Background: an optimization exercise with open tools, aiming at small area. Do not read the settings as production practice. At most, simulation tests tie the RTL to the original design; equivalence was not proved. For run 4, only the layout was checked, not whether the RTL still works. The clock port is modelled as an ideal driver; clocking choices that lean on that would not hold on a real chip. Power figures rest on the tool's default switching activity, not on a simulated workload.

===== flow/design.v =====
package general_defines;
    parameter INT_DATA_W = 32;
    parameter POSIT_DATA_W = 8;
    parameter ROB_LENGTH = 16;
    parameter IQ_LENGTH = 8;
    parameter BYPASS_LENGTH = 3;
    parameter PHYS_REG_LENGTH = 64;
    parameter ARCH_REG_LENGTH = 32;
    parameter INSTR_MEM_LENGTH = 256;
    parameter DATA_MEM_LENGTH = 256;
    parameter FETCH_BUFFER_LENGTH = 8;
    parameter PHT_LENGTH = 256; 
    parameter BTB_LENGTH = 64;
    localparam ROB_IDX_W = (ROB_LENGTH > 1) ? $clog2(ROB_LENGTH) : 1;
    localparam IQ_IDX_W = (IQ_LENGTH > 1) ? $clog2(IQ_LENGTH) : 1;
    localparam BYPASS_IDX_W = (BYPASS_LENGTH > 1) ? $clog2(BYPASS_LENGTH) : 1;
    localparam PHYS_REG_IDX_W = (PHYS_REG_LENGTH > 1) ? $clog2(PHYS_REG_LENGTH) : 1;
    localparam ARCH_REG_IDX_W = (ARCH_REG_LENGTH > 1) ? $clog2(ARCH_REG_LENGTH) : 1;
    localparam INSTR_MEM_IDX_W = (INSTR_MEM_LENGTH > 1) ? $clog2(INSTR_MEM_LENGTH) : 1;
    localparam DATA_MEM_IDX_W = (DATA_MEM_LENGTH > 1) ? $clog2(DATA_MEM_LENGTH) : 1;
    localparam FETCH_BUFFER_IDX_W = (FETCH_BUFFER_LENGTH > 1) ? $clog2(FETCH_BUFFER_LENGTH) : 1;
    localparam PHT_IDX_W = (PHT_LENGTH> 1) ? $clog2(PHT_LENGTH) : 1;
    localparam BTB_IDX_W = (BTB_LENGTH > 1) ? $clog2(BTB_LENGTH) : 1;
    typedef struct packed{
        logic valid;
        logic [INSTR_MEM_IDX_W-1:0] pc;
        logic [ARCH_REG_IDX_W-1:0] logical_rd;
        logic [PHYS_REG_IDX_W-1:0] phys_rd;
        logic [PHYS_REG_IDX_W-1:0] old_phys_rd;   
        logic [INT_DATA_W-1:0] result;
        logic done;
        logic is_store;
        logic is_load;
        logic [6:0] opcode;
        logic [2:0] funct3;
        logic [6:0] funct7;
        logic is_branch;
        logic pred_taken;
        logic [INSTR_MEM_IDX_W-1:0] pred_target;
        logic branch_taken;                      
        logic [INSTR_MEM_IDX_W-1:0] branch_target;   
    } rob_entry_t;
    typedef struct packed {
        logic [6:0] opcode;
        logic [INSTR_MEM_IDX_W-1:0] pc;
        logic [PHYS_REG_IDX_W-1:0] phys_rd;
        logic [PHYS_REG_IDX_W-1:0] phys_rs1;
        logic [PHYS_REG_IDX_W-1:0] phys_rs2;
        logic [INT_DATA_W-1:0] imm;
        logic [2:0] fu_type;  
        logic rs1_ready;
        logic rs2_ready;
        logic [INT_DATA_W-1:0] rs1_value;  
        logic [INT_DATA_W-1:0] rs2_value;
        logic valid;
        logic [2:0] funct3;
        logic [6:0] funct7;
        logic [ROB_IDX_W-1:0] rob_idx;
    } iq_entry_t;
    typedef struct packed {
        logic valid;
        logic [PHYS_REG_IDX_W-1:0] phys_rd;
        logic [INT_DATA_W-1:0] result;
    } bypass_entry_t;
endpackage
module bpu_aoi222 (
    input  logic s0, d0,
    input  logic s1, d1,
    input  logic s2, d2,
    output logic y
);
    assign y = ~((s0 & d0) | (s1 & d1) | (s2 & d2));
endmodule
module bpu_sel64 (
    input  logic [63:0] sel,
    input  logic [63:0] d,
    output logic        y
);
    logic [20:0] t;      
    for (genvar g = 0; g < 21; g++) begin : g_aoi
        bpu_aoi222 u (
            .s0(sel[3*g]),   .d0(d[3*g]),
            .s1(sel[3*g+1]), .d1(d[3*g+1]),
            .s2(sel[3*g+2]), .d2(d[3*g+2]),
            .y (t[g])
        );
    end
    assign y = ~(&t) | (sel[63] & d[63]);
endmodule
import general_defines::*;
module bpu (
    input  logic                        clk,
    input  logic                        rst,
    input  logic [INSTR_MEM_IDX_W-1:0]  fetch_pc,
    output logic                        pred_taken,
    output logic                        btb_hit,
    output logic [INSTR_MEM_IDX_W-1:0]  btb_target,
    input  logic                        update_valid,
    input  logic [INSTR_MEM_IDX_W-1:0]  update_pc,
    input  logic                        update_taken,
    input  logic [INSTR_MEM_IDX_W-1:0]  update_target
);
    localparam NS    = BTB_LENGTH;                   
    localparam NB    = PHT_LENGTH / BTB_LENGTH;      
    localparam TAG_W = INSTR_MEM_IDX_W - BTB_IDX_W;  
    logic [PHT_LENGTH-1:0] c1, c0;
    logic [NS-1:0]         valid;
    logic [NS-1:0]         tag    [0:TAG_W-1];
    logic [NS-1:0]         target [0:INSTR_MEM_IDX_W-1];
    logic [NS-1:0] fsel;                             
    always_comb begin
        for (int i = 0; i < NS; i++)
            fsel[i] = (fetch_pc[BTB_IDX_W-1:0] == i[BTB_IDX_W-1:0]);
    end
    logic [NB-1:0] bank1;                            
    for (genvar h = 0; h < NB; h++) begin : g_fbank
        bpu_sel64 u (.sel(fsel), .d(c1[h*NS +: NS]), .y(bank1[h]));
    end
    assign pred_taken = ~bank1[fetch_pc[INSTR_MEM_IDX_W-1:BTB_IDX_W]];
    logic                       r_valid;
    logic [TAG_W-1:0]           r_tag;
    logic [INSTR_MEM_IDX_W-1:0] r_target;
    bpu_sel64 u_rvalid (.sel(fsel), .d(valid), .y(r_valid));
    for (genvar b = 0; b < TAG_W; b++) begin : g_rtag
        bpu_sel64 u (.sel(fsel), .d(tag[b]), .y(r_tag[b]));
    end
    for (genvar b = 0; b < INSTR_MEM_IDX_W; b++) begin : g_rtgt
        bpu_sel64 u (.sel(fsel), .d(target[b]), .y(r_target[b]));
    end
    assign btb_hit    = r_valid && (r_tag == fetch_pc[INSTR_MEM_IDX_W-1:BTB_IDX_W]);
    assign btb_target = btb_hit ? r_target : '0;
    logic [NS-1:0] swe;
    always_comb begin
        for (int i = 0; i < NS; i++)
            swe[i] = rst | (update_valid & (update_pc[BTB_IDX_W-1:0] == i[BTB_IDX_W-1:0]));
    end
    logic [NB-1:0] ub1, ub0;
    for (genvar h = 0; h < NB; h++) begin : g_ubank
        bpu_sel64 u1 (.sel(swe), .d(c1[h*NS +: NS]), .y(ub1[h]));
        bpu_sel64 u0 (.sel(swe), .d(c0[h*NS +: NS]), .y(ub0[h]));
    end
    logic u1, u0, n1, n0;
    assign u1 = ub1[update_pc[INSTR_MEM_IDX_W-1:BTB_IDX_W]];
    assign u0 = ub0[update_pc[INSTR_MEM_IDX_W-1:BTB_IDX_W]];
    always_comb begin
        if (update_taken) begin             
            n1 = u1 & u0;
            n0 = u1 & ~u0;
        end else begin                      
            n1 = u1 | u0;
            n0 = u1 | ~u0;
        end
    end
    logic [NB-1:0] d1, d0;
    always_comb begin
        for (int h = 0; h < NB; h++) begin
            if (rst) begin
                d1[h] = 1'b1;
                d0[h] = 1'b0;
            end else if (update_pc[INSTR_MEM_IDX_W-1:BTB_IDX_W] == h[TAG_W-1:0]) begin
                d1[h] = n1;
                d0[h] = n0;
            end else begin
                d1[h] = ub1[h];
                d0[h] = ub0[h];
            end
        end
    end
    always_ff @(posedge clk) begin
        for (int i = 0; i < NS; i++) begin
            if (swe[i]) begin
                for (int h = 0; h < NB; h++) begin
                    c1[h*NS + i] <= d1[h];
                    c0[h*NS + i] <= d0[h];
                end
            end
            valid[i] <= ~rst & (valid[i] | swe[i]);
            if (swe[i]) begin
                for (int b = 0; b < TAG_W; b++)
                    tag[b][i] <= update_pc[BTB_IDX_W + b];
                for (int b = 0; b < INSTR_MEM_IDX_W; b++)
                    target[b][i] <= update_target[b];
            end
        end
    end
endmodule

===== flow/flow/run.sh =====
#!/bin/bash
set -uo pipefail
here=$(pwd)
export BUFFER_PORTS_ARGS="-buffer_cell sky130_fd_sc_hd__buf_2"
export CTS_ARGS="-sink_clustering_enable -repair_clock_nets -sink_clustering_size 16 -sink_clustering_max_diameter 80 -buf_list sky130_fd_sc_hd__clkbuf_8 -dont_use_dummy_load"
export PRE_GLOBAL_PLACE_TCL="$here/flow/pre_gpl.tcl"
bash standard.sh > standard.log 2>&1

===== flow/flow/pre_gpl.tcl =====
# Remove the buffers synthesis inserted, as ORFS does before timing-driven
# global placement; repair_design after placement buffers what needs it.
remove_buffers

===== flow/standard.sh =====
#!/bin/bash
# synth_recipe.tcl (not shown) runs the flow's synth.tcl, then flattens the netlist and writes it again
# the make line also repeats each setting of config.mk as NAME=value (left out here)
make -C /OpenROAD-flow-scripts/flow DESIGN_CONFIG=/design/flow/config.mk WORK_HOME=/design/flow/orfs CLKGATE_MAP_FILE= SYNTH_SCRIPT=/design/flow/synth_recipe.tcl "${@:-finish}"

===== flow/config.mk =====
export PLATFORM = sky130hd
export DESIGN_NAME = bpu
export DESIGN_NICKNAME = bpu
export VERILOG_FILES = /design/flow/design.v
export SDC_FILE = /design/flow/constraint.sdc
export NUM_CORES = 4
export LEC_CHECK = 0
export CAP_MARGIN = 20
export CORE_MARGIN = 2
export CORE_UTILIZATION = 75
export CTS_BUF_LIST = sky130_fd_sc_hd__clkbuf_8
export CTS_CLUSTER_DIAMETER = 80
export CTS_CLUSTER_SIZE = 16
export GPL_TIMING_DRIVEN = 0
export PLACE_DENSITY = 0.85
export SETUP_SLACK_MARGIN = 0.2
export SLEW_MARGIN = 20
export SYNTH_HIERARCHICAL = 1
export SYNTH_MINIMUM_KEEP_SIZE = 0

===== flow/constraint.sdc =====
create_clock -name core_clock -period 8.0 [get_ports {clk}]
set_input_delay 1.6000 -clock core_clock [delete_from_list [all_inputs] [get_ports {clk}]]
set_output_delay 1.6000 -clock core_clock [all_outputs]
set_load 0.01 [all_outputs]

==> flow_summary.toml, run 1 <==
[run_status]
outcome = "finished clean"

[floorplan]
die_w_um = 247
rows = 88
dieArea_um2 = 60800
num_io_pins = 38
die_height_um = 247
start_util = 0.762
core_um2 = 57900

[final_layout]
finalNonFillerCells = 3243
mostFrequentLayoutCells = "edfxtp_1, a222oi_1, nand2_1"
drive_above_1_share = 0.115
nNetsFinal = 2499
fillers = 2803
final_common_cell = "edfxtp_1"
area_growth_pct = 6.97
final_area_um2 = 47200

[detailed_routing]
dr_total_vias = 27200
drt_iter0_drc = 6624
first_pass_iters = 12
totalWireLength_mm = 118
wl_per_cell_um = 36.3
drtAntennaViolNets = 0
drc = 0
viasPerCell = 8.38

[pwr]
vdd_ir_drop_max_mv = 0.202
p_total_uw = 10800
p_leak_uw = 0.0146
p_per_area_nw_per_um2 = 230

[worst_hold_path]
min_path_type = "register to register"

[synthesis]
synthCells = 2372
avgSynthCellArea_um2 = 18.6
ys.flop_type = "edfxtp_1"
netlist_area_um2 = 44100
synth_seq_cells = 1216
synth_edf_count = 1152
synth_cell_types = 38
ys_seq_area_frac = 0.813
syn_nets = 2400
synth-async-reset-ratio = 0
yosysWarnings = 11

[global_routing]
grt_max_degree = 72
antenna_found_initial = 7
grt_pass1_wl_mm = 170
overflow = 0
grt_util_all_layers = 0.394
grt_pass1_vias = 25700

[clocking]
post_cts_buffers = 0
h-tree-depth = 3
cts_hold_buf = 0
cts_buffers = 85
clockRootBuffer = "clkbuf_8"
clock_path_buffers = 3
clk_pin_slew_ns = 0.09
cts.sinks = 1216
clkLatencyLatePin_ns = 0.74
cts_tree = "yes"
cts_resized = 0

[sta]
relSlewSlack = 0.157
final_max_slew_viol_count = 0
fin_crit_ns = 7.81
rsz0062_at_grt = "no"
fmaxAchievable_mhz = 128
finalCritPeriodShare = 0.976
hold_violations = 0
finalSetupViolCount = 0
finalWorstSetupSlack_ns = 0.194
worst_clock_skew_ns = 0.0528
worst_slew_pin_slew_ns = 1.25

[placement]
gp_congestion = 1.04
port-buffer-count = 37
dp.cells = 3146
post_dp_cell_area_um2 = 45900
dp_hpwl_mm = 70.1
post-place-ws_ns = 0.604

[worst_setup_path]
end_kind = "output port"
start_kind = "primary input"
arrival_ns = 6.21
worst_ep_required_time_ns = 6.40
critPathKind = "primary input to output port"
critPathMaxFanout = 16

[job]
maxCapViolCount = 0
-- state kept, by name, indices dropped and copies added (netlist names) --
name / flops
valid: 64
c0: 256
target: 512
tag: 128
c1: 256
-- worst paths after layout --
kind | depth (start not counted) | to | slack, ns | from
max | 11 | btb_target[2] | 0.19 | fetch_pc[5]
min | 2 | valid[51] | 0.49 | valid[51]
max reg2reg | 7 | c1[157] | 4.17 | c0[176]
min reg2reg | 2 | valid[51] | 0.49 | valid[51]
-- report_power, final --
part / switching [uW] / leakage (uW) / internal (uW)
Combinational: 505 / 0.00274 / 131
Clock: 1760 / 0.000611 / 955
Sequential: 116 / 0.0113 / 7380
Total: 2380 / 0.0146 / 8470
-- Yosys cell counts (4+ instances only) --
cell / n / share of area
edfxtp_1: 1152 / 0.78
a222oi_1: 483 / 0.11
nand2_1: 186 / 0.016
nor2_1: 131 / 0.011
nand4_1: 93 / 0.013
a21oi_1: 67 / 0.0076
dfxtp_1: 64 / 0.029
nand3_1: 29 / 0.0033
clkbuf_1: 28 / 0.0024
nor4_1: 24 / 0.0034
a211oi_1: 23 / 0.0039
buf_2: 19 / 0.0022
and2_1: 8 / 0.0011
and4bb_1: 6 / 0.0017
nor2b_1: 6 / 0.00085
a31oi_1: 5 / 0.00071
inv_1: 5 / 0.00043
o21ai_0: 5 / 0.00057
and4b_1: 4 / 0.00091
buf_6: 4 / 0.0010
nor4b_4: 4 / 0.0022
-- logic make-up after synthesis --
group                    count (synthesis)  share of synthesized area
AO/OA/AOI/OAI                          587                      0.123
buffers and inverters                   59                    0.00624
adder cells (fa/ha/maj)                  3                   0.000681
XOR/XNOR                                 2                   0.000397
flip-flops                            1216                      0.813
multiplexers                             1                   0.000510
AND/OR/NAND/NOR                        504                     0.0561
-- metal layers --
metal | GRT usage | part of all wire | vias up
li1 | - | - | 10800
met1 | 0.555 | 0.32 | 13200
met2 | 0.590 | 0.45 | 2767
met3 | 0.0979 | 0.17 | 418
met4 | 0.193 | 0.058 | 10
met5 | 0 | 0.00058 | -
-- Yosys stat by module, one instance, submodules excluded --
module,flops+latches,cells inside,copies in the design
bpu,1216,1682,1
bpu_sel64,0,9,23
bpu_aoi222,0,1,483
-- critical path, stage by stage --
cell	delay, ns
buf_2	0.12
nand2_1	0.69
nor2_1	0.52
a222oi_1	0.76
nand4_1	0.29
nor4_1	1.06
nand2_1	0.22
xnor2_1	0.22
and3_1	0.35
and2_1	0.21
buf_2	0.14
-- final cells by class --
class / count / area (um^2) / area share
Sequential cell: 1216 / 35900 / 0.760
Multi-Input combinational cell: 1097 / 8380 / 0.178
Clock buffer: 85 / 1170 / 0.0248
Tap cell: 765 / 957 / 0.0203
Timing Repair Buffer: 64 / 768 / 0.0163
Inverter: 7 / 28.8 / 0.000610
Antenna cell: 9 / 22.5 / 0.000477
-- per-stage QoR --
stage          TNS (ns)  hold slack, ns  utilization
2_1_floorplan         0           0.436            -
3_3_place_gp   -1241.75           0.446        0.777
3_5_place_dp          0           0.458        0.792
4_1_cts               0           0.483        0.812
5_1_grt               0           0.512        0.815
6_report              0           0.486        0.815
==> run 2, diff against run 1 <==
--- a/flow/config.mk
+++ b/flow/config.mk
@@ -14,3 +14,2 @@
 export GPL_TIMING_DRIVEN = 0
-export PLACE_DENSITY = 0.85
 export SETUP_SLACK_MARGIN = 0.2
==> run 2 against run 1 <==
Cell count fell by 0.31%. Worst hold slack got worse by 0.0031 ns. Core utilization fell by 0.25 points. Sequential power about the same. Non-clock buffer count down 9. Cell area decreased by 0.30%. Flip-flop and latch count stayed put. Wire length is 3.0% lower. Global-route usage fell by 1.4 points. Synthesized area stayed put. Register-to-register slack got worse by 0.52 ns. Critical endpoint unchanged.
==> flow_summary.toml, run 2 <==
[run_status]
outcome = "finished clean"

[sta]
rsz0062_at_grt = "no"
hold_violations = 0
finalSetupViolCount = 0
finalCritPeriodShare = 0.955
worst_slew_pin_slew_ns = 1.25
worst_clock_skew_ns = 0.0400
final_max_slew_viol_count = 0
fmaxAchievable_mhz = 131
relSlewSlack = 0.160
holdWs_ns = 0.483
fin_crit_ns = 7.64

[clocking]
cts_resized = 0
cts_buffers = 85
clock_path_buffers = 3
cts.sinks = 1216
clockRootBuffer = "clkbuf_8"
clk_pin_slew_ns = 0.12
post_cts_buffers = 0
clkLatencyLatePin_ns = 0.73
cts_tree = "yes"
h-tree-depth = 3
cts_hold_buf = 0

[synthesis]
synth_mux_area_frac = 0.000510
ys_seq_area_frac = 0.813
yosysTopAreaCellShare = 0.784
ys.flop_type = "edfxtp_1"
synth_cell_types = 38
synth-async-reset-ratio = 0
yosysTopAreaCell = "edfxtp_1"
synth-compound-area-share = 0.123
synthTopCellsByCount = "edfxtp_1, a222oi_1, nand2_1"
synth_top_family_by_area = "compound AO/OA/AOI/OAI gates"
synth_area_leaders = "edfxtp_1, a222oi_1, dfxtp_1"
synth_edf_count = 1152
yosysWarnings = 11
netlist_area_um2 = 44100
yosys.area_share.xor_xnor = 0.000397
yosysMostFrequentCell = "edfxtp_1"
synth_adder_area_share = 0.000681
synthSimpleGateAreaFrac = 0.0561
avgSynthCellArea_um2 = 18.6
synthCells = 2372
synth_seq_cells = 1216
syn_nets = 2400

[pwr]
p_seq_frac = 0.692
p_per_area_nw_per_um2 = 230
p_sw_uw = 2360
power_frac_clock = 0.250
vdd_ir_drop_max_mv = 0.197
power.internal_uw = 8460
p_sw_frac = 0.218
p_leak_uw = 0.0145
combPwrFrac = 0.058

[final_layout]
drive_above_1_share = 0.116
reg_top3 = "target (512), c0 (256), c1 (256)"
nNetsFinal = 2490
top_register = "target"
area_growth_pct = 6.65
finalNonFillerCells = 3233
largest_register_ffs = 512
mostFrequentLayoutCells = "edfxtp_1, a222oi_1, nand2_1"
final_common_cell = "edfxtp_1"
post-route-util = 0.813

[placement]
dp.cells = 3138
dp_hpwl_mm = 67.2
port-buffer-count = 37
gp_congestion = 0.968

[worst_setup_path]
r2r_end = "c0[243]"
rrSetupSlack_ns = 3.65
reg2reg_from = "c0[249]"
crit_chain = "buf_2, nand2_1, nor2_2, a222oi_1, nand4_1, nor4_4, nand2_1, xnor2_1, and3_1, and2_1, buf_2"
arrival_ns = 6.04
reg2reg_depth = 7
start_kind = "primary input"
critPathKind = "primary input to output port"
worst_ep_required_time_ns = 6.40
endpoint = "btb_target[2]"
startpoint = "fetch_pc[5]"
cp.depth = 11
cp_slowest_stage_delay_ns = 0.80
end_kind = "output port"
crit_buf_inv = 2
critPathMaxFanout = 16
crit_slowest_cell = "nor4_4"
critical_path.top_delay_family = "simple AND/OR/NAND/NOR gates"

[worst_hold_path]
min_path_type = "register to register"

[global_routing]
overflow = 0
antenna_found_initial = 14
grt_pass1_wl_mm = 164
grt_max_degree = 72
grt_util_all_layers = 0.379
grt_pass1_vias = 25000

[detailed_routing]
viasPerCell = 8.21
drt_iter0_drc = 6485
dr_total_vias = 26500
wl_per_cell_um = 35.3
first_pass_iters = 10
totalWireLength_mm = 114
drc = 0
drtAntennaViolNets = 0

[floorplan]
rows = 88
die_height_um = 247
core_um2 = 57900
die_w_um = 247
start_util = 0.762
dieArea_um2 = 60800
num_io_pins = 38

[job]
maxCapViolCount = 0
run 2: worst min-delay path by stage:
stage          startpoint        end  cells past startpoint
4_1_cts         valid[32]  valid[32]                      2
2_1_floorplan    valid[0]   valid[0]                      2
6_report        valid[37]  valid[37]                      2
5_1_grt         valid[41]  valid[41]                      2
3_3_place_gp     valid[9]   valid[9]                      2
3_5_place_dp    valid[32]  valid[32]                      2
run 2: layout make-up:
type	instances	area [um^2]
flip-flops and latches	1216	35900
diodes	8	20.0
repair buffers	55	582
clock buffers	85	1170
multi-input cells	1097	8430
fillers	2936	10900
well taps	765	957
inverters	7	28.8
run 2: kinds of logic after synthesis:
kind of cell | count (synthesis)
AOI/OAI and AO/OA | 587
xor gates and xnor gates | 2
adders and majority gates | 3
buffers and inverters | 59
DFF | 1216
muxes | 1
and+or+nand+nor | 504
run 2: per-stage QoR:
stage          cell area [um^2]  power (uW)  worst slack [ns]  setup TNS (ns)
2_1_floorplan             44100        7890              1.38               0
3_3_place_gp              45000        8160             -4.01        -1338.32
3_5_place_dp              45800        8240             0.486               0
4_1_cts                   46900       10800             0.488               0
5_1_grt                   47100       11100             0.338               0
6_report                  47100       10800             0.363               0
run 2: layer usage:
layer	wire length (um)	share of wire	vias up	global-route usage
met5	99	0.00087	-	0
met4	6210	0.054	14	0.191
met3	17800	0.16	377	0.0995
met2	52500	0.46	2338	0.576
met1	37500	0.33	13000	0.521
li1	-	-	10800	-
run 2: worst register-to-register path: stages, from the launching register on:
cell and delay, ns:
edfxtp_1 0.37, a222oi_1 0.38, nand4_1 0.55, nor4_1 1.19, nand2_1 0.31, or3_1 0.49, a31oi_4 0.65, buf_16 0.25
run 2: power by group through the flow:
| stage | sequential (uW) | combinational, uW | clock, uW |
|---|---|---|---|
| after global routing | 7520 | 649 | 2930 |
| after CTS | 7490 | 601 | 2710 |
| after detailed placement | 7640 | 600 | 0 |
| final | 7490 | 629 | 2710 |
| after floorplan | 7590 | 301 | 0 |
| after global placement | 7610 | 548 | 0 |
run 2: modules after synthesis, one instance, submodules excluded:
module	cells	flops+latches
bpu	1682	1216
bpu_sel64	9	0
bpu_aoi222	1	0
==> run 3, diff against run 2 <==
==> flow/flow/run.sh (replaced) <==
#!/bin/bash
set -uo pipefail
here=$(pwd)
export BUFFER_PORTS_ARGS="-buffer_cell sky130_fd_sc_hd__buf_2"
export POST_CTS_TCL="$here/flow/post_cts.tcl"
bash standard.sh > standard.log 2>&1
==> flow/flow/post_cts.tcl (new file) <==
# After clock tree synthesis and its timing repair: downsize gates that have
# slack to spare, then repair any slew or capacitance limit that this breaks,
# and legalise the placement again.
estimate_parasitics -placement
repair_timing -recover_power 100 -verbose
repair_design -slew_margin 20 -cap_margin 20 -verbose
detailed_placement
check_placement -verbose
--- a/flow/config.mk
+++ b/flow/config.mk
@@ -13,3 +13,2 @@
 export CTS_CLUSTER_SIZE = 16
-export GPL_TIMING_DRIVEN = 0
 export SETUP_SLACK_MARGIN = 0.2
removed: flow/flow/pre_gpl.tcl
==> run 3 against run 2 <==
Still clean. Synthesized cell count unchanged. Setup slack better by 0.11 ns. Register-to-register slack worse by 0.18 ns. Synthesized area unchanged. Core utilization up 1.2 points. Clock-buffer cell count up 3. Combinational power up 6.0%. Worst hold slack better by 0.0033 ns. Cell area up 1.5%. Via count up 5.9%. Non-clock buffer count up 157.
==> flow_summary.toml, run 3 <==
[final_layout]
largest_register_ffs = 512
regArea_um2 = 35900
multi_input_area_um2 = 8040
reg_top3 = "target (512), c0 (256), c1 (256)"
drive_above_1_share = 0.101
nNetsFinal = 2647
post-route-util = 0.824
area_growth_pct = 8.22
mostFrequentLayoutCells = "edfxtp_1, a222oi_1, nand2_1"
fillers = 2829
top_register = "target"
final_common_cell = "edfxtp_1"

[global_routing]
grt_util_all_layers = 0.423
grt_pass1_wl_mm = 180
grt_max_degree = 67
overflow = 0
grt_pass1_vias = 26100
antenna_found_initial = 7

[sta]
finalCritPeriodShare = 0.941
fmaxAchievable_mhz = 133
rsz0062_at_grt = "no"
fin_crit_ns = 7.53
hold_violations = 0
relSlewSlack = 0.188
finalSetupViolCount = 0
tns_ns = 0
holdWs_ns = 0.486
worst_clock_skew_ns = 0.0547
worst_slew_pin_slew_ns = 1.22
final_max_slew_viol_count = 0

[worst_setup_path]
critPathMaxFanout = 16
critPathKind = "primary input to output port"
start_kind = "primary input"
r2r_end = "c0[42]"
end_kind = "output port"
reg2reg_from = "c0[3]"
arrival_ns = 5.93
worst_path_most_repeated_cell = "buf_2"
crit_chain = "buf_2, nand2b_1, nor2_1, clkbuf_1, a222oi_1, nand4_1, nor4_1, nand2_1, xnor2_1, and3_1, and2_0, buf_2"
cp_slowest_stage_delay_ns = 0.92
crit_slowest_cell = "a222oi_1"
rrSetupSlack_ns = 3.47
reg2reg_depth = 7
worst_ep_required_time_ns = 6.40

[pwr]
vdd_ir_drop_max_mv = 0.233
p_per_area_nw_per_um2 = 231
p_total_uw = 11000
p_leak_uw = 0.0153
p_seq_frac = 0.679
combPwrFrac = 0.060
p_sw_frac = 0.226
power.internal_uw = 8550
power_frac_clock = 0.261
p_sw_uw = 2500

[synthesis]
synth-compound-area-share = 0.123
yosys.area_share.xor_xnor = 0.000397
synthCells = 2372
yosysWarnings = 11
syn_nets = 2400
synth_mux_area_frac = 0.000510
synth_adder_area_share = 0.000681
synth_top_family_by_area = "compound AO/OA/AOI/OAI gates"
synth_edf_count = 1152
avgSynthCellArea_um2 = 18.6
ys_seq_area_frac = 0.813
synth_area_leaders = "edfxtp_1, a222oi_1, dfxtp_1"
synthSimpleGateAreaFrac = 0.0561
synthTopCellsByCount = "edfxtp_1, a222oi_1, nand2_1"
synth-async-reset-ratio = 0
yosysTopAreaCellShare = 0.784
synth_seq_cells = 1216
synth_cell_types = 38
netlist_area_um2 = 44100
yosysTopAreaCell = "edfxtp_1"
ys.flop_type = "edfxtp_1"
yosysMostFrequentCell = "edfxtp_1"

[worst_hold_path]
hold_depth = 2
hold_end = "valid[44]"
min_path_type = "register to register"
min_from = "valid[44]"

[placement]
dp_hpwl_mm = 79.7
port-buffer-count = 37
gp_congestion = 0.980

[detailed_routing]
wl_per_cell_um = 36.6
viasPerCell = 8.17
drc = 0
dr_total_vias = 28100
drtAntennaViolNets = 0
first_pass_iters = 17
drt_iter0_drc = 8104
totalWireLength_mm = 126

[clocking]
cts_tree = "yes"
clkLatencyLatePin_ns = 0.76
clk_pin_slew_ns = 0.10
cts.sinks = 1216

[floorplan]
die_w_um = 247
dieArea_um2 = 60800
rows = 88
num_io_pins = 38
die_height_um = 247
start_util = 0.762
core_um2 = 57900

[job]
maxCapViolCount = 0

[run_status]
outcome = "finished clean"
==> run 3: modules after synthesis (local to each module, per instance) <==
module / cell area (um^2) / copies in the design
bpu_aoi222: 10.0 / 483
bpu_sel64: 51.3 / 23
bpu: 38100 / 1
==> run 3: metrics by stage <==
stage | area, um^2 | cells | setup slack (ns)
after floorplan | 44100 | 2372 | 1.38
final | 47800 | 3441 | 0.471
after global routing | 47700 | 3439 | 0.598
after detailed placement | 46300 | 3280 | 0.962
after global placement | 46300 | 3279 | 1.02
==> run 3: how the worst max path moves through the flow <==
stage | startpoint | endpoint | slack (ns) | depth (start not counted)
after floorplan | update_pc[0] | c1[0] | 1.38 | 10
after global placement | fetch_pc[5] | pred_taken | 1.02 | 10
after detailed placement | fetch_pc[5] | pred_taken | 0.96 | 10
after global routing | fetch_pc[5] | btb_target[0] | 0.60 | 12
final | fetch_pc[5] | btb_target[1] | 0.47 | 12
==> run 3: final cells by class <==
type                            count  share of cell area
Clock buffer                       88              0.0254
Timing Repair Buffer              212              0.0297
Sequential cell                  1216               0.751
Tap cell                          765              0.0200
Antenna cell                        4            0.000210
Multi-Input combinational cell   1097               0.168
Clock inverter                     52             0.00440
Inverter                            7            0.000550
==> run 3: power by group through the flow <==
stage	clock [uW]	sequential, uW	combinational, uW
after floorplan	0	7590	301
after global placement	0	7610	618
after detailed placement	0	7640	640
after global routing	3080	7530	682
final	2880	7500	667
==> run 3: per-layer routing <==
| metal | share of wire | vias to the layer above | global-route usage | routed length [um] |
|---|---|---|---|---|
| met1 | 0.32 | 13600 | 0.606 | 40700 |
| met4 | 0.058 | 10 | 0.189 | 7300 |
| met2 | 0.44 | 2931 | 0.617 | 55500 |
| met3 | 0.18 | 408 | 0.126 | 22400 |
| li1 | - | 11200 | - | - |
| met5 | 0.00064 | - | 0 | 80 |
==> run 3: logic make-up (layout without fill, tap and decap cells) <==
logic type,after synthesis,count (layout)
DFF,1216,1216
AOI/OAI and AO/OA,587,587
and+or+nand+nor,504,504
buffers and inverters,59,359
adders and majority gates,3,3
xor gates and xnor gates,2,2
muxes,1,1
other,0,4
==> run 3: critical path, delay by kind of cell <==
family / cells / cell delay (ns)
AOI/OAI and AO/OA: 1 / 0.92
xor gates and xnor gates: 1 / 0.15
buffers and inverters: 3 / 0.73
and+or+nand+nor: 7 / 2.51
==> run 4, diff against run 3 <==
--- a/flow/design.v
+++ b/flow/design.v
@@ -73,2 +73,34 @@
 endmodule
+module bpu_dec64 (
+    input  logic [5:0]  a,
+    input  logic        en,
+    input  logic        all,
+    output logic [63:0] y
+);
+    logic [7:0] lo, hi;
+    always_comb begin
+        for (int i = 0; i < 8; i++) begin
+            lo[i] = all | (en & (a[2:0] == i[2:0]));
+            hi[i] = all | (a[5:3] == i[2:0]);
+        end
+        for (int j = 0; j < 8; j++)
+            for (int i = 0; i < 8; i++)
+                y[8*j + i] = hi[j] & lo[i];
+    end
+endmodule
+module bpu_fdec64 (
+    input  logic [5:0]  a,
+    output logic [63:0] y
+);
+    logic [7:0] lo, hi;
+    always_comb begin
+        for (int i = 0; i < 8; i++) begin
+            lo[i] = (a[2:0] == i[2:0]);
+            hi[i] = (a[5:3] == i[2:0]);
+        end
+        for (int j = 0; j < 8; j++)
+            for (int i = 0; i < 8; i++)
+                y[8*j + i] = hi[j] & lo[i];
+    end
+endmodule
 module bpu_sel64 (
@@ -109,7 +141,5 @@
     logic [NS-1:0]         target [0:INSTR_MEM_IDX_W-1];
-    logic [NS-1:0] fsel;                             
-    always_comb begin
-        for (int i = 0; i < NS; i++)
-            fsel[i] = (fetch_pc[BTB_IDX_W-1:0] == i[BTB_IDX_W-1:0]);
-    end
+    logic [NS-1:0] fsel, fsel_b;
+    bpu_fdec64 u_fdec   (.a(fetch_pc[BTB_IDX_W-1:0]), .y(fsel));
+    bpu_fdec64 u_fdec_b (.a(fetch_pc[BTB_IDX_W-1:0]), .y(fsel_b));
     logic [NB-1:0] bank1;                            
@@ -122,8 +152,8 @@
     logic [INSTR_MEM_IDX_W-1:0] r_target;
-    bpu_sel64 u_rvalid (.sel(fsel), .d(valid), .y(r_valid));
+    bpu_sel64 u_rvalid (.sel(fsel_b), .d(valid), .y(r_valid));
     for (genvar b = 0; b < TAG_W; b++) begin : g_rtag
-        bpu_sel64 u (.sel(fsel), .d(tag[b]), .y(r_tag[b]));
+        bpu_sel64 u (.sel(fsel_b), .d(tag[b]), .y(r_tag[b]));
     end
     for (genvar b = 0; b < INSTR_MEM_IDX_W; b++) begin : g_rtgt
-        bpu_sel64 u (.sel(fsel), .d(target[b]), .y(r_target[b]));
+        bpu_sel64 u (.sel(fsel_b), .d(target[b]), .y(r_target[b]));
     end
@@ -131,11 +161,9 @@
     assign btb_target = btb_hit ? r_target : '0;
-    logic [NS-1:0] swe;
-    always_comb begin
-        for (int i = 0; i < NS; i++)
-            swe[i] = rst | (update_valid & (update_pc[BTB_IDX_W-1:0] == i[BTB_IDX_W-1:0]));
-    end
+    logic [NS-1:0] swe, cwe;
+    bpu_dec64 u_sdec (.a(update_pc[BTB_IDX_W-1:0]), .en(update_valid), .all(rst), .y(swe));
+    bpu_dec64 u_cdec (.a(update_pc[BTB_IDX_W-1:0]), .en(update_valid), .all(rst), .y(cwe));
     logic [NB-1:0] ub1, ub0;
     for (genvar h = 0; h < NB; h++) begin : g_ubank
-        bpu_sel64 u1 (.sel(swe), .d(c1[h*NS +: NS]), .y(ub1[h]));
-        bpu_sel64 u0 (.sel(swe), .d(c0[h*NS +: NS]), .y(ub0[h]));
+        bpu_sel64 u1 (.sel(cwe), .d(c1[h*NS +: NS]), .y(ub1[h]));
+        bpu_sel64 u0 (.sel(cwe), .d(c0[h*NS +: NS]), .y(ub0[h]));
     end
@@ -170,3 +198,3 @@
         for (int i = 0; i < NS; i++) begin
-            if (swe[i]) begin
+            if (cwe[i]) begin
                 for (int h = 0; h < NB; h++) begin
==> flow/run.sh (new file) <==
#!/bin/bash
# synth_recipe.tcl (not shown) runs the flow's synth.tcl, then flattens the netlist and writes it again
# the make line also repeats each setting of config.mk as NAME=value (left out here)
make -C /OpenROAD-flow-scripts/flow DESIGN_CONFIG=/design/flow/config.mk WORK_HOME=/design/flow/orfs CLKGATE_MAP_FILE= SYNTH_SCRIPT=/design/flow/synth_recipe.tcl finish
removed: flow/flow/run.sh
removed: flow/flow/post_cts.tcl
removed: flow/standard.sh
==> run 4 against run 3 <==
Still clean on timing, DRC and antenna. Synthesized area is 1.3% higher. Worst hold slack worse by 0.0075 ns. Global-route usage is 2.7 points lower. Via count is 1.9% higher. Core utilization is 0.12 points lower. Fmax is 3.7% lower. Cell area is 1.8% higher. Clock power hardly changed. Critical path type unchanged.
==> flow_summary.toml, run 4 <==
[clocking]
clockRootBuffer = "clkbuf_8"
clkLatencyLatePin_ns = 0.75
cts_hold_buf = 0
clock_path_buffers = 3
post_cts_buffers = 0
cts_buffers = 85
h-tree-depth = 3
clk_pin_slew_ns = 0.09
cts_tree = "yes"
cts.sinks = 1216

[global_routing]
overflow = 0
grt_max_degree = 71
grt_pass1_vias = 27000
grt_pass1_wl_mm = 175
grt_util_all_layers = 0.397
antenna_found_initial = 3

[worst_setup_path]
arrival_ns = 6.22
worst_ep_required_time_ns = 6.40
end_kind = "output port"
reg2reg_from = "c0[201]"
reg2reg_depth = 7
r2r_end = "c0[223]"
rrSetupSlack_ns = 4.24
start_kind = "primary input"
critPathKind = "primary input to output port"
critPathMaxFanout = 12

[pwr]
p_seq_frac = 0.677
vdd_ir_drop_max_mv = 0.251
p_leak_uw = 0.0154
p_sw_uw = 2560
combPwrFrac = 0.068
p_sw_frac = 0.229
p_per_area_nw_per_um2 = 230
power.internal_uw = 8600
power_frac_clock = 0.256

[detailed_routing]
first_pass_iters = 16
wl_per_cell_um = 34.5
totalWireLength_mm = 122
viasPerCell = 8.13
drt_iter0_drc = 7102
dr_total_vias = 28600
drc = 0
drtAntennaViolNets = 0

[floorplan]
num_io_pins = 38
die_height_um = 248
rows = 89
die_w_um = 248
start_util = 0.758
core_um2 = 59000
dieArea_um2 = 61600

[synthesis]
synth_area_leaders = "edfxtp_1, a222oi_1, dfxtp_1"
netlist_area_um2 = 44700
yosysTopAreaCellShare = 0.774
syn_nets = 2494
yosysTopAreaCell = "edfxtp_1"
yosysWarnings = 13
avgSynthCellArea_um2 = 18.1
synth_adder_area_share = 0.000672
ys_seq_area_frac = 0.802
synth_cell_types = 42
yosysMostFrequentCell = "edfxtp_1"
synthCells = 2466
synth_edf_count = 1152
yosys.area_share.xor_xnor = 0.000392
synth_seq_cells = 1216
synthTopCellsByCount = "edfxtp_1, a222oi_1, nor2_1"
synthSimpleGateAreaFrac = 0.0607
synth-compound-area-share = 0.129
synth-async-reset-ratio = 0
synth_mux_area_frac = 0.000504
ys.flop_type = "edfxtp_1"
synth_top_family_by_area = "compound AO/OA/AOI/OAI gates"

[final_layout]
fillers = 2774
area_growth_pct = 8.67
drive_above_1_share = 0.112
largest_register_ffs = 512
multi_input_area_um2 = 8730
regArea_um2 = 35900
top_register = "target"
reg_top3 = "target (512), c0 (256), c1 (256)"
mostFrequentLayoutCells = "edfxtp_1, a222oi_1, nor2_1"
final_common_cell = "edfxtp_1"
post-route-util = 0.823
nNetsFinal = 2731

[run_status]
outcome = "finished clean"

[sta]
finalSetupViolCount = 0
worst_slew_pin_slew_ns = 1.18
tns_ns = 0
hold_violations = 0
worst_clock_skew_ns = 0.0315
relSlewSlack = 0.216
rsz0062_at_grt = "no"
fmaxAchievable_mhz = 128
fin_crit_ns = 7.82
holdWs_ns = 0.478
finalCritPeriodShare = 0.978
final_max_slew_viol_count = 0

[placement]
gp_congestion = 0.970
port-buffer-count = 37
dp_hpwl_mm = 79.1

[worst_hold_path]
min_from = "valid[38]"
hold_depth = 2
min_path_type = "register to register"
hold_end = "valid[38]"

[job]
maxCapViolCount = 0
==> run 4: cell count changes after synthesis, sizes merged, moves of 10 or more <==
cell,delta
a21oi,-36
buf,-12
clkbuf,+14
nand2,-136
nand4b,+14
nand4bb,+18
nor2,+128
o21ai,+98
or4b,+10
==> run 4: timing repair <==
action                                  4_1_cts  5_1_grt
resized for setup                             0        2
endpoints found under the hold margin         0        0
endpoints found under the setup margin        0        9
==> run 4: final cells by class <==
class                      instances  area share
sequential                      1216       0.738
clock inverter                    47     0.00445
clock buffer                      85      0.0241
tap                              773      0.0199
antenna                            3    0.000155
timing repair buffer             204      0.0328
inverter                           9    0.000695
multi-input combinational       1187       0.180
==> run 4: metal layers <==
metal	share of wire	wire length (um)	track usage
met1	0.33	39600	0.538
met2	0.47	57000	0.619
met3	0.14	17500	0.0865
met4	0.063	7630	0.205
met5	0	0	0
==> run 4: cells by family (layout without fill, tap and decap cells) <==
family,after synthesis,after routing
mux,1,1
buf+inv,63,345
simple gates,528,528
compound gates,653,653
xor+xnor,2,2
fa+ha+maj,3,3
other cells,0,3
flops,1216,1216
==> run 4: critical path, stage by stage <==
cell             delay [ns]
clkdlybuf4s50_1        0.63
nand2b_1               0.63
nor2_1                 0.42
a222oi_1               0.58
nand4_1                0.38
nor4_2                 0.48
nand2_1                0.13
xnor2_1                0.21
and3_1                 0.40
and2_1                 0.20
clkdlybuf4s50_1        0.55
==> run 4: modules after synthesis, one instance, submodules excluded <==
module	flip-flops and latches	times used	area [um^2]
bpu_dec64	0	2	527
bpu	1216	1	36700
bpu_aoi222	0	483	10.0
bpu_sel64	0	23	51.3
bpu_fdec64	0	2	469
==> run 4: through the flow <==
step / cells / worst slack, ns / area [um^2] / total power [uW]
after floorplan: 2466 / 0.899 / 44700 / 7990
after global placement: 3386 / 0.495 / 47100 / 8340
after detailed placement: 3386 / 0.301 / 47100 / 8410
after CTS: 3518 / 0.262 / 48500 / 11100
after global routing: 3522 / 0.201 / 48600 / 11400
final: 3524 / 0.180 / 48600 / 11200
==> run 4: power groups by stage <==
stage               clock [uW]  sequential (uW)  combinational [uW]
finish                    2850             7550                 758
global route              3060             7580                 786
CTS                       2860             7540                 729
detailed placement           0             7690                 727
global placement             0             7650                 695
floorplan                    0             7630                 357
==> run 4: how the worst max path moves through the flow <==
stage | from | to | slack, ns | depth (start not counted)
2_1_floorplan | update_pc[5] | c1[0] | 0.90 | 9
3_3_place_gp | fetch_pc[2] | btb_target[4] | 0.49 | 11
3_5_place_dp | fetch_pc[2] | btb_target[1] | 0.30 | 11
4_1_cts | fetch_pc[3] | btb_target[1] | 0.26 | 12
5_1_grt | fetch_pc[2] | btb_target[0] | 0.20 | 11
6_report | fetch_pc[2] | btb_target[1] | 0.18 | 11

-- what the ideal ports hide --
In the flow no input, the clock included, has a driving cell. The finished layouts below were timed again as built, in two steps. Step 1 (the two cells are an assumption about what drives the block):
set clk [get_ports {clk}]
set_driving_cell -lib_cell sky130_fd_sc_hd__clkbuf_16 $clk
set_driving_cell -lib_cell sky130_fd_sc_hd__buf_2 [delete_from_list [all_inputs] $clk]
Step 2 also shifts input and output timing later by t, the mid clock arrival at the registers, as if the neighbouring blocks saw the same clock. a / b / c = ideal ports / drivers / drivers and shift; a / b = the first two.
run | t (ns) | slack for setup (ns) | worst register clock-pin slew, ns | worst slew at a driven data input, ns | pins driven straight from the clock port
run 1 | 0.778 | 0.194 / 0.134 / 0.134 | 0.11 / 0.11 | 0.10 | 1
run 2 | 0.768 | 0.363 / 0.282 / 0.101 | 0.12 / 0.12 | 0.13 | 1
run 3 | 0.796 | 0.471 / 0.363 / 0.039 | 0.11 / 0.11 | 0.10 | 1
run 4 | 0.798 | 0.180 / 0.151 / 0.151 | 0.11 / 0.11 | 0.05 | 1
After both steps every run listed still meets setup and hold. For run 3, which loses most, drivers alone change the setup slack by -0.108 ns; drivers and shift together by -0.432 ns.
